What follows belongs to an exercise in optimizing a design on an open flow for small area, a short achievable clock period and few clock cycles per item; a production flow would make more cautious choices. RTL that was checked went through simulation tests only; none was proved equivalent to the original. The flow treats the clock pin as an ideal source, which a real chip does not have. Power and IR drop assume default switching activity.

==> willow: inputs <==
Design mkMACBuff, start of the top module:
module mkMACBuff (
    input  CLK,
    input  RST_N,
    input  EN_mac,
    output RDY_mac,
    input  [15:0] mac_vectA_0,
    input  [15:0] mac_vectB_0,
    input  [15:0] mac_vectA_1,
    input  [15:0] mac_vectB_1,
    input  [15:0] mac_vectA_2,
    input  [15:0] mac_vectB_2,
    input  [15:0] mac_vectA_3,
    input  [15:0] mac_vectB_3,
    output EN_writeMem,
    output [5:0] writeMem_addr,
    output [33:0] writeMem_val,
    input  EN_blockRead,
    output RDY_blockRead,
    output EN_readMem,
    output [5:0] readMem_addr,
    input  [33:0] readMem_val,
    output VALID_memVal,
    output [33:0] memVal_data
);
Settings: LEC_CHECK=0, CAP_MARGIN=20, CORE_MARGIN=2, CORE_UTILIZATION=40, SETUP_SLACK_MARGIN=1.5, SLEW_MARGIN=20, SYNTH_HIERARCHICAL=1, SYNTH_MINIMUM_KEEP_SIZE=0; clock period 4.5 ns.
run.sh (not shown) runs the stock make flow with config.mk's settings and CLKGATE_MAP_FILE= SYNTH_SCRIPT=/design/flow/synth_recipe.tcl, a recipe that flattens the netlist after the stock synthesis.
==> tundra: changes against willow <==
SETUP_SLACK_MARGIN = default   (was 1.5)
==> run notes <==
Slew at the pin closest to its max-slew limit: tundra 0.871 ns; willow 0.825 ns
Capturing point of the worst reg2reg path: tundra res[27]$_DFF_P_; willow res[29]$_DFF_P_
Via count of the first global-routing pass: tundra 27400; willow 27800
Layout Cells excl Fill: tundra 4568; willow 4604
FILL cells: tundra 8367; willow 8219
Area growth from synthesis to layout: tundra 13.7%; willow 16.1%
Launching element of the worst setup path: tundra t2_c1810$_DFF_P_; willow t2_c1786$_DFF_P_
Outcome: tundra complete, no violations; willow complete, no violations
Clock Skews: tundra 0.0457 ns; willow 0.0347 ns
Post-CTS setup buffers: tundra 0; willow 18
Final-layout non-clock buffer area share: tundra 6.83%; willow 7.35%
Internal power summed over all cells: tundra 19.1 mW; willow 22.1 mW
Utilization after layout: tundra 46.0%; willow 47.0%
Global Route met3 Usage: tundra 10.5%; willow 10.4%
Peak VDD IR: tundra 582 uV; willow 819 uV
Largest net degree at the start of global routing: tundra 17; willow 26
Switching component of the power: tundra 16.3 mW; willow 18.2 mW
Multi-input gate area in the final layout: tundra 25400 um^2; willow 25900 um^2
Fin area: tundra 42300 um^2; willow 43100 um^2
Worst-Skew Late Latency: tundra 0.66 ns; willow 0.68 ns
Detailed placer's ending HPWL: tundra 94400 um; willow 94900 um
PostCTS Resize Cnt: tundra 0; willow 60
Placed cell count: tundra 4464; willow 4468
No run of this note included a check of the RTL's function; only the layout flow was run.


==> build 58 <==
Another version of the RTL of mkMACBuff (not shown whole).
clock: 4.5 ns
lec_check: 0
cap_margin: 20
core_margin: 2
core_utilization: 40
cts_cluster_diameter: 100
cts_cluster_size: 20
setup_slack_margin: 2.0
slew_margin: 20
synth_hierarchical: 1
synth_minimum_keep_size: 0
standard.sh (not shown) runs the stock make flow with config.mk's settings and CLKGATE_MAP_FILE= SYNTH_SCRIPT=/design/flow/synth_recipe.tcl, a recipe that flattens the netlist after the stock synthesis.
==> flow/flow/run.sh <==
#!/bin/bash
# The standard layout (the standard.sh, standard synthesis unchanged), with
# two changes:
#  - the port buffers that global placement inserts on every input and output
#    are buf_2 cells instead of the default choice;
#  - before detailed placement, flow/upsize_inputs.tcl gives the input
#    registers (fanout 16 each) the dfxtp_4 drive strength.
# Each ORFS step writes its full log under orfs/logs/; make's own output goes
# to standard.log.
bash standard.sh BUFFER_PORTS_ARGS="-buffer_cell sky130_fd_sc_hd__buf_2" \
  PRE_DETAIL_PLACE_TCL="$PWD/flow/upsize_inputs.tcl" finish > standard.log 2>&1
==> flow/flow/upsize_inputs.tcl <==
set n 0
foreach inst [get_cells {a*_r* b*_r*}] {
  set m [get_property [get_lib_cells -of_objects $inst] name]
  if {$m ne "sky130_fd_sc_hd__dfxtp_4"} {
    replace_cell $inst sky130_fd_sc_hd__dfxtp_4
    incr n
  }
}
puts "upsize_inputs.tcl: resized $n input registers to sky130_fd_sc_hd__dfxtp_4"
==> trial 62 (differences from build 58) <==
==> flow/flow/run.sh (replaced) <==
#!/bin/bash
# The standard layout (the standard.sh, standard synthesis unchanged), with
# one change: the port buffers that global placement inserts on every input
# and output are buf_2 cells instead of the default choice.
# Each ORFS step writes its full log under orfs/logs/; make's own output goes
# to standard.log.
bash standard.sh BUFFER_PORTS_ARGS="-buffer_cell sky130_fd_sc_hd__buf_2" finish > standard.log 2>&1
Settings changed: PLACE_DENSITY set to 0.75.
removed: flow/flow/upsize_inputs.tcl
==> build 79 (differences from build 58) <==
==> flow/flow/run.sh (replaced) <==
#!/bin/bash
# The standard layout (the standard.sh, standard synthesis unchanged), with
# two changes:
#  - the port buffers that global placement inserts on every input and output
#    are buf_2 cells instead of the default choice;
#  - before clock tree synthesis, flow/t1_clock.tcl puts the first tree
#    register bank (t1_*) behind one extra clock buffer: useful skew between
#    register banks inside the datapath (no port-facing register is moved).
# Each ORFS step writes its full log under orfs/logs/; make's own output goes
# to standard.log.
bash standard.sh BUFFER_PORTS_ARGS="-buffer_cell sky130_fd_sc_hd__buf_2" \
  PRE_CTS_TCL="$PWD/flow/t1_clock.tcl" finish > standard.log 2>&1
==> flow/flow/t1_clock.tcl (new file) <==
# Hook run before clock tree synthesis: the first tree register bank (t1_*)
# gets its clock through one extra clock buffer, so its clock arrives a
# little later than the other registers' (useful skew between the input
# registers, whose paths to t1 are the longest register-to-register paths,
# and the t2 registers). Only paths between registers are affected: t1
# registers neither take inputs from ports nor drive outputs.
set block [ord::get_db_block]
set clk_net [$block findNet CLK]
set master [[ord::get_db] findMaster sky130_fd_sc_hd__clkbuf_16]
set buf [odb::dbInst_create $block $master skew_t1_clkbuf]
set net [odb::dbNet_create $block skew_t1_clk]
$net setSigType CLOCK
[$buf findITerm A] connect $clk_net
[$buf findITerm X] connect $net
set n 0
set sx 0
set sy 0
foreach inst [$block getInsts] {
  if {[string match "t1_*" [$inst getName]] && [string match "sky130_fd_sc_hd__df*" [[$inst getMaster] getName]]} {
    set it [$inst findITerm CLK]
    $it disconnect
    $it connect $net
    set loc [$inst getLocation]
    incr sx [lindex $loc 0]
    incr sy [lindex $loc 1]
    incr n
  }
}
$buf setLocation [expr {$sx / $n}] [expr {$sy / $n}]
$buf setPlacementStatus PLACED
puts "t1_clock.tcl: moved $n t1 registers to clock net skew_t1_clk"
Settings changed: SETUP_SLACK_MARGIN 2.0 to 2.15.
removed: flow/flow/upsize_inputs.tcl
==> build 1 (differences from build 58) <==
==> flow/run.sh (new file) <==
#!/bin/bash
# synth_recipe.tcl (not shown) runs the flow's synth.tcl, then flattens the netlist and writes it again
# the make line also repeats each setting of config.mk as NAME=value (left out here)
make -C /OpenROAD-flow-scripts/flow DESIGN_CONFIG=/design/flow/config.mk WORK_HOME=/design/flow/orfs CLKGATE_MAP_FILE= SYNTH_SCRIPT=/design/flow/synth_recipe.tcl finish
removed: flow/flow/run.sh
removed: flow/flow/upsize_inputs.tcl
removed: flow/standard.sh
==> qor summary <==
Number of instances resized during post-cts repair: trial 62 179; build 1 174; build 58 2; build 79 223
Area occupied by multi-input gates: trial 62 25,600 um^2; build 1 25,600 um^2; build 58 25,600 um^2; build 79 25,600 um^2
Via count of the first global-routing pass: trial 62 28,100; build 1 26,900; build 58 26,800; build 79 27,200
Internal power of the cells: trial 62 16.6 mW; build 1 17.0 mW; build 58 16.7 mW; build 79 17.2 mW
Result of the run: trial 62 complete, no violations; build 1 complete, no violations; build 58 complete, no violations; build 79 complete, no violations
Initial antenna violation count: trial 62 5; build 1 2; build 58 7; build 79 9
Depth of the worst register-to-register path: trial 62 5; build 1 4; build 58 5; build 79 4
Clock group share of total power: trial 62 0.144; build 1 0.145; build 58 0.147; build 79 0.168
Worst setup startpoint: trial 62 a3_r[6]; build 1 b2_r[0]; build 58 b0_r[9]; build 79 a0_r[0]
Vias: trial 62 25,000; build 1 24,400; build 58 24,500; build 79 24,600
Multi-input combinational area share: trial 62 0.577; build 1 0.561; build 58 0.574; build 79 0.570
Synthesis-to-layout area growth: trial 62 8.03%; build 1 11.0%; build 58 8.51%; build 79 9.40%
Post-layout total power: trial 62 28.3 mW; build 1 28.9 mW; build 58 28.6 mW; build 79 29.6 mW
Met3 usage in global routing: trial 62 0.0928; build 1 0.0895; build 58 0.0705; build 79 0.0847
Achievable frequency: trial 62 0.395 GHz; build 1 0.401 GHz; build 58 0.393 GHz; build 79 0.425 GHz
Power density over the cells: trial 62 638 nW/um^2; build 1 634 nW/um^2; build 58 643 nW/um^2; build 79 658 nW/um^2
Highest signal layer in the routed design: trial 62 met5; build 1 met5; build 58 met4; build 79 met4
Ratio of cells with drive above 1 in the final layout: trial 62 0.138; build 1 0.0942; build 58 0.139; build 79 0.150
Reg-to-reg critical path endpoint: trial 62 t1_s1193; build 1 t1_s1105; build 58 t1_s1161; build 79 t1_s1239
Final Cell Area: trial 62 44,400 um^2; build 1 45,600 um^2; build 58 44,600 um^2; build 79 44,900 um^2
Count of non-CTS buffers in the layout: trial 62 204; build 1 234; build 58 209; build 79 -
Most common cell on crit path: trial 62 sky130_fd_sc_hd__fa_1; build 1 sky130_fd_sc_hd__fa_1; build 58 sky130_fd_sc_hd__fa_1; build 79 sky130_fd_sc_hd__fa_2
Peak supply drop: trial 62 0.320 mV; build 1 0.317 mV; build 58 0.306 mV; build 79 0.335 mV
Highest-delay cell along the critical path: trial 62 sky130_fd_sc_hd__dfxtp_2; build 1 sky130_fd_sc_hd__dfxtp_2; build 58 sky130_fd_sc_hd__fa_1; build 79 sky130_fd_sc_hd__fa_2
Function was not checked in any run of this note: the RTL went through the layout flow alone.


==> inputs of wip/ember <==
Another version of the RTL of mkMACBuff (not shown whole).
Settings: LEC_CHECK=0, CAP_MARGIN=20, CORE_MARGIN=2, CORE_UTILIZATION=40, SETUP_SLACK_MARGIN=2.1, SLEW_MARGIN=20, SYNTH_HIERARCHICAL=1, SYNTH_MINIMUM_KEEP_SIZE=0; clock period 4.5 ns.
==> flow/flow/run.sh <==
#!/bin/bash
# Standard layout, unchanged; tool output goes to standard.log.
bash standard.sh > standard.log 2>&1
==> wip/zinc: changes against wip/ember <==
==> flow/flow/run.sh (replaced) <==
#!/bin/bash
# The standard layout (the standard.sh, standard synthesis unchanged), with
# one change: the port buffers that global placement inserts on every input
# and output are buf_2 cells instead of the default choice.
# Each ORFS step writes its full log under orfs/logs/; make's own output goes
# to standard.log.
bash standard.sh BUFFER_PORTS_ARGS="-buffer_cell sky130_fd_sc_hd__buf_2" finish > standard.log 2>&1
Settings changed: CTS_CLUSTER_DIAMETER from default to 100, CTS_CLUSTER_SIZE from default to 20, SETUP_SLACK_MARGIN 2.1 to 1.95.
==> comparison table <==
Clock edge transition at the registers on the reported setup and hold paths: wip/zinc 0.08 ns; wip/ember 0.06 ns
Number of antenna repair diodes: wip/zinc 1; wip/ember 0
Share of the final layout cell area in multi-input gates: wip/zinc 57.3%; wip/ember 53.2%
Internal reg-to-reg setup slack: wip/zinc 1.92 ns; wip/ember 2.00 ns
P&R area growth vs syn: wip/zinc 8.13%; wip/ember 17.1%
Outcome: wip/zinc finished clean; wip/ember finished clean
Clock latency on the worst-skew pair: wip/zinc 0.67 ns; wip/ember 0.68 ns
DRC violation total after the first TritonRoute iteration: wip/zinc 2348; wip/ember 2400
Met1 global-route usage: wip/zinc 32.1%; wip/ember 32.1%
Layout clock buffer count: wip/zinc 51; wip/ember 107
Critical Path Sink: wip/zinc t1_s1225; wip/ember t1_s1205
Final non-filler cell total: wip/zinc 4723; wip/ember 4905
Share of cells above drive strength 1: wip/zinc 12.3%; wip/ember 12.3%
Testbench counts of wip/ember, summed over its fixed seeds: cycles 14,464, items 12,288.
Testbench counts of wip/zinc, summed over its fixed seeds: cycles 14,464, items 12,288.


==> exp/juniper: inputs <==
Another version of the RTL of mkMACBuff (not shown whole).
// mkMACBuff
module mkMACBuff (
    input  CLK,
    input  RST_N,
    input  EN_mac,
    output RDY_mac,
    input  [15:0] mac_vectA_0,
    input  [15:0] mac_vectB_0,
    input  [15:0] mac_vectA_1,
    input  [15:0] mac_vectB_1,
    input  [15:0] mac_vectA_2,
    input  [15:0] mac_vectB_2,
    input  [15:0] mac_vectA_3,
    input  [15:0] mac_vectB_3,
    output EN_writeMem,
    output [5:0] writeMem_addr,
    output [33:0] writeMem_val,
    input  EN_blockRead,
    output RDY_blockRead,
    output EN_readMem,
    output [5:0] readMem_addr,
    input  [33:0] readMem_val,
    output VALID_memVal,
    output [33:0] memVal_data
);
Settings: LEC_CHECK=0, CAP_MARGIN=20, CORE_MARGIN=2, CORE_UTILIZATION=40, CTS_CLUSTER_DIAMETER=110, CTS_CLUSTER_SIZE=25, HOLD_SLACK_MARGIN=0.05, SETUP_SLACK_MARGIN=2.3, SLEW_MARGIN=20, SYNTH_HIERARCHICAL=1, SYNTH_MINIMUM_KEEP_SIZE=0; clock period 4.5 ns.
==> flow/flow/run.sh <==
#!/bin/bash
# The standard layout (the standard.sh, standard synthesis unchanged), with
# two changes:
#  - the port buffers that global placement inserts on every input and output
#    are buf_2 cells instead of the default choice;
#  - flow/t1_skew.tcl (run before clock tree synthesis) gives the first tree
#    register bank (t1_*) a later clock: useful skew between register banks
#    inside the datapath (no register that takes a port input or drives an
#    output port is moved).
# Each ORFS step writes its full log under orfs/logs/; make's own output goes
# to standard.log.
bash standard.sh BUFFER_PORTS_ARGS="-buffer_cell sky130_fd_sc_hd__buf_2" \
  PRE_CTS_TCL="$PWD/flow/t1_skew.tcl" finish > standard.log 2>&1
Other scripts of this flow, unchanged in this note and not shown: flow/flow/t1_skew.tcl
==> inputs of exp/yarrow, as changes to exp/juniper <==
--- a/flow/config.mk
+++ b/flow/config.mk
@@ -13,3 +13,3 @@
 export HOLD_SLACK_MARGIN = 0.05
-export SETUP_SLACK_MARGIN = 2.3
+export SETUP_SLACK_MARGIN = 2.25
 export SLEW_MARGIN = 20
==> run notes <==
Against exp/juniper, the global-route usage of exp/yarrow is higher by 0.075 points.
In sequential cell count, exp/juniper and exp/yarrow do not differ.
Between exp/yarrow and exp/juniper, the lower sequential share of layout area is in exp/juniper (gap 0.60 points).
Register-to-register slack is about the same in exp/juniper and exp/yarrow.
Clock power is about the same in exp/yarrow and exp/juniper.
Synthesized cell count is the same in exp/yarrow and exp/juniper.
Of exp/yarrow and exp/juniper, exp/yarrow has the higher hold slack (gap 0.027 ns).
In exp/juniper the utilization is higher than in exp/yarrow, by 1.1 points.
Of exp/yarrow and exp/juniper, exp/juniper has the higher total power (gap about 0.5%, measured against exp/juniper).
Against exp/yarrow, the first-iteration DRC count of exp/juniper is lower by 1.4%.
In synthesized area, exp/juniper and exp/yarrow do not differ.
exp/yarrow went through all stages and came out clean. exp/juniper reached the layout checks and failed them: hold timing.
Testbench counts of exp/juniper, summed over its fixed seeds: cycles 14,464, items 12,288.
Testbench counts of exp/yarrow, summed over its fixed seeds: cycles 14,464, items 12,288.


==> build 63 <==
mkMACBuff again, from the RTL that the note above started with.
==> flow/config.mk <==
export PLATFORM = sky130hd
export DESIGN_NAME = mkMACBuff
export DESIGN_NICKNAME = mkMACBuff
export VERILOG_FILES = /design/flow/design.v
export SDC_FILE = /design/flow/constraint.sdc
export NUM_CORES = 4
export LEC_CHECK = 0
export CAP_MARGIN = 20
export CORE_MARGIN = 2
export CORE_UTILIZATION = 40
export CTS_CLUSTER_DIAMETER = 110
export CTS_CLUSTER_SIZE = 25
export HOLD_SLACK_MARGIN = 0.05
export SETUP_SLACK_MARGIN = 2.2
export SLEW_MARGIN = 20
export SYNTH_HIERARCHICAL = 1
export SYNTH_MINIMUM_KEEP_SIZE = 0
==> flow/constraint.sdc <==
create_clock -name core_clock -period 4.5 [get_ports {CLK}]
set_input_delay 0.9000 -clock core_clock [delete_from_list [all_inputs] [get_ports {CLK}]]
set_output_delay 0.9000 -clock core_clock [all_outputs]
set_load 0.01 [all_outputs]
==> flow/flow/t1_skew.tcl <==
# Hook run before clock tree synthesis (PRE_CTS_TCL): useful skew for the
# first tree register bank (t1_*). Its registers only talk to other
# registers: they capture from the input registers (through the partial
# products and the first tree levels, the longest register-to-register
# logic) and launch into the t2_* bank (a shorter stretch of the tree). The
# t1_* bank gets its clock through its own clock buffer, and after clock tree
# synthesis a chain of delay cells is put in front of that buffer, so the
# t1_* clock arrives later than every other register's. No register that
# takes a port input or drives an output port is moved.
set skew_block [ord::get_db_block]
set skew_db [ord::get_db]

set skew_buf [odb::dbInst_create $skew_block [$skew_db findMaster sky130_fd_sc_hd__clkbuf_16] skew_t1_clkbuf]
set skew_net [odb::dbNet_create $skew_block skew_t1_clk]
$skew_net setSigType CLOCK
[$skew_buf findITerm A] connect [$skew_block findNet CLK]
[$skew_buf findITerm X] connect $skew_net
set n 0
set sx 0
set sy 0
foreach inst [$skew_block getInsts] {
  if {[string match "t1_*" [$inst getName]] &&
      [string match "sky130_fd_sc_hd__df*" [[$inst getMaster] getName]]} {
    set it [$inst findITerm CLK]
    $it disconnect
    $it connect $skew_net
    set loc [$inst getLocation]
    incr sx [lindex $loc 0]
    incr sy [lindex $loc 1]
    incr n
  }
}
set skew_x [expr {$sx / $n}]
set skew_y [expr {$sy / $n}]
$skew_buf setLocation $skew_x $skew_y
$skew_buf setPlacementStatus PLACED
puts "t1_skew.tcl: moved $n t1_* registers to clock net skew_t1_clk"

# After clock tree synthesis, put the delay chain in front of skew_t1_clkbuf.
rename clock_tree_synthesis skew_orig_clock_tree_synthesis
proc clock_tree_synthesis {args} {
  skew_orig_clock_tree_synthesis {*}$args
  set block [ord::get_db_block]
  set db [ord::get_db]
  set buf [$block findInst skew_t1_clkbuf]
  set a [$buf findITerm A]
  set src [$a getNet]
  set loc [$buf getLocation]
  set cells {sky130_fd_sc_hd__dlygate4sd3_1}
  set i 0
  foreach cell $cells {
    set d [odb::dbInst_create $block [$db findMaster $cell] skew_t1_dly$i]
    set net [odb::dbNet_create $block skew_t1_dly${i}_net]
    $net setSigType CLOCK
    [$d findITerm A] connect $src
    [$d findITerm X] connect $net
    $d setLocation [lindex $loc 0] [lindex $loc 1]
    $d setPlacementStatus PLACED
    set src $net
    incr i
  }
  $a disconnect
  $a connect $src
  puts "t1_skew.tcl: $i delay cells ($cells) in front of skew_t1_clkbuf"
}
Scripts as last shown in full above: flow/flow/run.sh
==> build 51: changes against build 63 <==
--- a/flow/design.v
+++ b/flow/design.v
@@ -4498,40 +4498,40 @@
 assign ks_335 = ~ks_1;
 wire ks_336;
 ks_oai uks_336 (.g(ks_333), .p(ks_334), .c(ks_335), .y(ks_336));
 always_ff @(posedge CLK) res <= {ks_336, ~(ks_52 ^ ks_332), ~(ks_50 ^ ks_331), ~(ks_48 ^ ks_330), ~(ks_46 ^ ks_329), ~(ks_44 ^ ks_327), ~(ks_42 ^ ks_325), ~(ks_40 ^ ks_324), ~(ks_38 ^ ks_323), ~(ks_36 ^ ks_321), ~(ks_34 ^ ks_320), ~(ks_32 ^ ks_319), ~(ks_30 ^ ks_318), ~(ks_28 ^ ks_317), ~(ks_26 ^ ks_315), ~(ks_24 ^ ks_313), ~(ks_22 ^ ks_312), (ks_20 ^ ks_271), (ks_18 ^ ks_267), (ks_16 ^ ks_263), ~(ks_14 ^ ks_259), ~(ks_12 ^ ks_256), (ks_10 ^ ks_251), (ks_8 ^ ks_248), ~(ks_6 ^ ks_245), ~(t3_s1915 ^ ks_190), ~(t3_s1879 ^ ks_187), ~(t3_s1817 ^ ks_184), ~(t3_t2_s1729 ^ ks_180), (t3_t2_s1601 ^ ks_120), (t3_t2_t1_s1397 ^ ks_117), (ks_4 ^ ks_54), ~(t3_t2_t1_s1105 ^ ks_1), ks_2};
     logic [5:0] mac_cnt;
-    logic       rdy_n;
+    logic       rdy;
     logic [5-1:0] vpipe;
     logic [5:0] wr_addr;
     logic       full;
     logic [5:0] rd_addr;
     logic       rd_valid;
     logic       ren;
-    wire accept    = EN_mac && !rdy_n;
+    wire accept    = EN_mac && rdy;
     wire handshake = EN_blockRead && full;
     wire last_wr   = vpipe[5-1] && wr_addr == 6'd63;
     wire rd_last   = rd_valid && rd_addr == 6'd0;
     wire full_nx     = handshake ? 1'b0 : (last_wr ? 1'b1 : full);
     wire rd_valid_nx = handshake ? 1'b1 : (rd_last ? 1'b0 : rd_valid);
     always_ff @(posedge CLK or negedge RST_N) begin
         if (!RST_N) begin
             mac_cnt  <= 6'd0;
-            rdy_n    <= 1'b0;
+            rdy      <= 1'b1;
             vpipe    <= '0;
             wr_addr  <= 6'd0;
             full     <= 1'b0;
             rd_addr  <= 6'd0;
             rd_valid <= 1'b0;
             ren      <= 1'b0;
         end else begin
             if (accept)
                 mac_cnt <= mac_cnt + 6'd1;
             if (handshake)
-                rdy_n <= 1'b0;
+                rdy <= 1'b1;
             else if (accept && mac_cnt == 6'd63)
-                rdy_n <= 1'b1;
+                rdy <= 1'b0;
             vpipe <= {vpipe[5-2:0], accept};
             if (vpipe[5-1])
                 wr_addr <= wr_addr + 6'd1;
             full <= full_nx;
             rd_valid <= rd_valid_nx;
@@ -4540,11 +4540,11 @@
             else if (rd_valid && rd_addr != 6'd0)
                 rd_addr <= rd_addr + 6'd1;
             ren <= full_nx || rd_valid_nx;
         end
     end
-    assign RDY_mac       = !rdy_n;
+    assign RDY_mac       = rdy;
     assign RDY_blockRead = full;
     assign EN_writeMem   = vpipe[5-1];
     assign writeMem_addr = wr_addr;
     assign writeMem_val  = res;
     assign EN_readMem    = ren;
CTS_CLUSTER_DIAMETER = 100   (was 110)
CTS_CLUSTER_SIZE = 20   (was 25)
SETUP_SLACK_MARGIN = 2.15   (was 2.2)
==> build 89: changes against build 63 <==
--- a/flow/design.v
+++ b/flow/design.v
@@ -4498,40 +4498,40 @@
 assign ks_335 = ~ks_1;
 wire ks_336;
 ks_oai uks_336 (.g(ks_333), .p(ks_334), .c(ks_335), .y(ks_336));
 always_ff @(posedge CLK) res <= {ks_336, ~(ks_52 ^ ks_332), ~(ks_50 ^ ks_331), ~(ks_48 ^ ks_330), ~(ks_46 ^ ks_329), ~(ks_44 ^ ks_327), ~(ks_42 ^ ks_325), ~(ks_40 ^ ks_324), ~(ks_38 ^ ks_323), ~(ks_36 ^ ks_321), ~(ks_34 ^ ks_320), ~(ks_32 ^ ks_319), ~(ks_30 ^ ks_318), ~(ks_28 ^ ks_317), ~(ks_26 ^ ks_315), ~(ks_24 ^ ks_313), ~(ks_22 ^ ks_312), (ks_20 ^ ks_271), (ks_18 ^ ks_267), (ks_16 ^ ks_263), ~(ks_14 ^ ks_259), ~(ks_12 ^ ks_256), (ks_10 ^ ks_251), (ks_8 ^ ks_248), ~(ks_6 ^ ks_245), ~(t3_s1915 ^ ks_190), ~(t3_s1879 ^ ks_187), ~(t3_s1817 ^ ks_184), ~(t3_t2_s1729 ^ ks_180), (t3_t2_s1601 ^ ks_120), (t3_t2_t1_s1397 ^ ks_117), (ks_4 ^ ks_54), ~(t3_t2_t1_s1105 ^ ks_1), ks_2};
     logic [5:0] mac_cnt;
-    logic       rdy_n;
+    logic       rdy;
     logic [5-1:0] vpipe;
     logic [5:0] wr_addr;
     logic       full;
     logic [5:0] rd_addr;
     logic       rd_valid;
     logic       ren;
-    wire accept    = EN_mac && !rdy_n;
+    wire accept    = EN_mac && rdy;
     wire handshake = EN_blockRead && full;
     wire last_wr   = vpipe[5-1] && wr_addr == 6'd63;
     wire rd_last   = rd_valid && rd_addr == 6'd0;
     wire full_nx     = handshake ? 1'b0 : (last_wr ? 1'b1 : full);
     wire rd_valid_nx = handshake ? 1'b1 : (rd_last ? 1'b0 : rd_valid);
     always_ff @(posedge CLK or negedge RST_N) begin
         if (!RST_N) begin
             mac_cnt  <= 6'd0;
-            rdy_n    <= 1'b0;
+            rdy      <= 1'b1;
             vpipe    <= '0;
             wr_addr  <= 6'd0;
             full     <= 1'b0;
             rd_addr  <= 6'd0;
             rd_valid <= 1'b0;
             ren      <= 1'b0;
         end else begin
             if (accept)
                 mac_cnt <= mac_cnt + 6'd1;
             if (handshake)
-                rdy_n <= 1'b0;
+                rdy <= 1'b1;
             else if (accept && mac_cnt == 6'd63)
-                rdy_n <= 1'b1;
+                rdy <= 1'b0;
             vpipe <= {vpipe[5-2:0], accept};
             if (vpipe[5-1])
                 wr_addr <= wr_addr + 6'd1;
             full <= full_nx;
             rd_valid <= rd_valid_nx;
@@ -4540,11 +4540,11 @@
             else if (rd_valid && rd_addr != 6'd0)
                 rd_addr <= rd_addr + 6'd1;
             ren <= full_nx || rd_valid_nx;
         end
     end
-    assign RDY_mac       = !rdy_n;
+    assign RDY_mac       = rdy;
     assign RDY_blockRead = full;
     assign EN_writeMem   = vpipe[5-1];
     assign writeMem_addr = wr_addr;
     assign writeMem_val  = res;
     assign EN_readMem    = ren;
CTS_CLUSTER_DIAMETER = 100   (was 110)
CTS_CLUSTER_SIZE = 20   (was 25)
SETUP_SLACK_MARGIN = 2.05   (was 2.2)
==> summary.txt <==
Status
  • Outcome: finished clean

Route
  • Initial DRT Pass Iterations: 5
  • Metal-1 WL: a little over 50000 um

Worst setup path
  • Destination of the critical timing path: t1_s1471$_DFF_P_

Synthesis
  • Top area cells in the synthesized netlist: fa_1 (50%), dfxtp_1 (29%), nand2_1 (11%)
  • Simple-gate share of the synthesized area: 11.6%

Clocking
  • # hold bufs at CTS: 9

Finish
  • Layout net count: around 4500
  • Post-layout util: 45.9%

Global routing
  • Grt met2 use: 37.1%
Source of the figures above: build 63

==> summary.txt <==
Status
  • Outcome: finished clean

Worst setup path
  • Destination of the critical timing path: t1_s1471$_DFF_P_

Power
  • Combinational power share: just over 50%

Place
  • Placed inst area: 0.0425 mm2

Synthesis
  • Post-synthesis mux area share: less than 1%
  • Simple-gate share of the synthesized area: 11.6%
  • Top area cells in the synthesized netlist: fa_1 (50%), dfxtp_1 (29%), nand2_1 (11%)

Finish
  • Post-layout util: 45.7%
  • Layout net count: 4544

Clocking
  • # hold bufs at CTS: 6

Route
  • Metal-1 WL: 50200 um
  • Initial DRT Pass Iterations: 5

Global routing
  • Grt met2 use: 37.2%
Source of the figures above: build 89

==> summary.txt <==
Route
  • Initial DRT Pass Iterations: 7
  • Final WL: approximately 120000 um
  • Metal-1 WL: 50500 um

Finish
  • Post-layout util: 46.1%
  • Seq area share: 27.4%
  • Layout net count: about 4600

Global routing
  • Grt met2 use: a little under two fifths

Clocking
  • # hold bufs at CTS: 12

Worst setup path
  • Destination of the critical timing path: t2_s1813$_DFF_P_

STA
  • Worst hold slack: about 100 ps

Status
  • Outcome: finished clean

Synthesis
  • Simple-gate share of the synthesized area: 11.6%
  • Synth Area in Compound Gates: 2.27%
Source of the figures above: build 51

Testbench counts of build 63, summed over its fixed seeds: cycles 14,464, items 12,288.
Only the layout flow was run in build 51 and build 89; the RTL was not checked for function there.

[afterwards: timing with drivers on the ports]
In the flow no input, the clock included, has a driving cell. The finished layouts below were timed again as built, in two steps.
Step 1 sets driving cells, clkbuf_16 on the clock port and buf_2 on the other inputs (assumed; they add their load-dependent delay and slew).
Step 2, shift: input delay + t, output delay - t, t = (earliest + latest rising clock arrival at the registers) / 2. This alone moves slack from input paths to output paths.
Slacks: ideal / step 1 / step 2; pairs: ideal / step 1.
run | t (ns) | setup WS [ns] | hold slack, ns | worst setup path at the end | clock arrival spread, ns
willow | 0.729 | 1.238 / 1.238 / 0.759 | 0.231 / 0.188 / 0.327 | input to register | 0.040 / 0.040
tundra | 0.701 | 0.903 / 0.903 / 0.494 | 0.327 / 0.327 / 0.327 | input to register | 0.047 / 0.046
build 58 | 0.716 | 1.958 / 1.958 / 1.958 | 0.238 / 0.188 / 0.331 | register to register | 0.029 / 0.030
trial 62 | 0.700 | 1.965 / 1.965 / 1.965 | 0.271 / 0.230 / 0.330 | register to register | 0.052 / 0.052
build 79 | 0.920 | 2.148 / 2.114 / 2.148 | 0.134 / 0.068 / 0.322 | register to register | 0.187 / 0.187
build 1 | 0.702 | 2.005 / 2.005 / 2.005 | 0.232 / 0.196 / 0.333 | register to register | 0.031 / 0.031
wip/ember | 0.716 | 2.003 / 2.003 / 2.003 | 0.326 / 0.326 / 0.326 | register to register | 0.056 / 0.057
wip/zinc | 0.708 | 1.916 / 1.916 / 1.916 | 0.260 / 0.216 / 0.331 | register to register | 0.056 / 0.056
exp/juniper | 1.190 | 2.218 / 2.204 / 2.218 | -0.009 / -0.009 / -0.009 | register to register | 0.792 / 0.793
exp/yarrow | 1.170 | 2.208 / 2.208 / 2.208 | 0.017 / 0.017 / 0.017 | register to register | 0.757 / 0.756
build 63 | 1.178 | 2.193 / 2.177 / 2.193 | 0.025 / 0.025 / 0.025 | register to register | 0.769 / 0.768
build 51 | 1.175 | 2.154 / 2.137 / 2.154 | 0.100 / 0.098 / 0.100 | register to register | 0.771 / 0.771
build 89 | 1.169 | 2.084 / 2.063 / 2.084 | 0.026 / 0.026 / 0.026 | register to register | 0.727 / 0.727
In 5 of these runs the clock reaches the registers at very different times; t lies between them, and the last value is a rough guide only. The setup slack of willow, which loses most, moves by 0.000 ns with the drivers and by -0.479 ns with both steps.
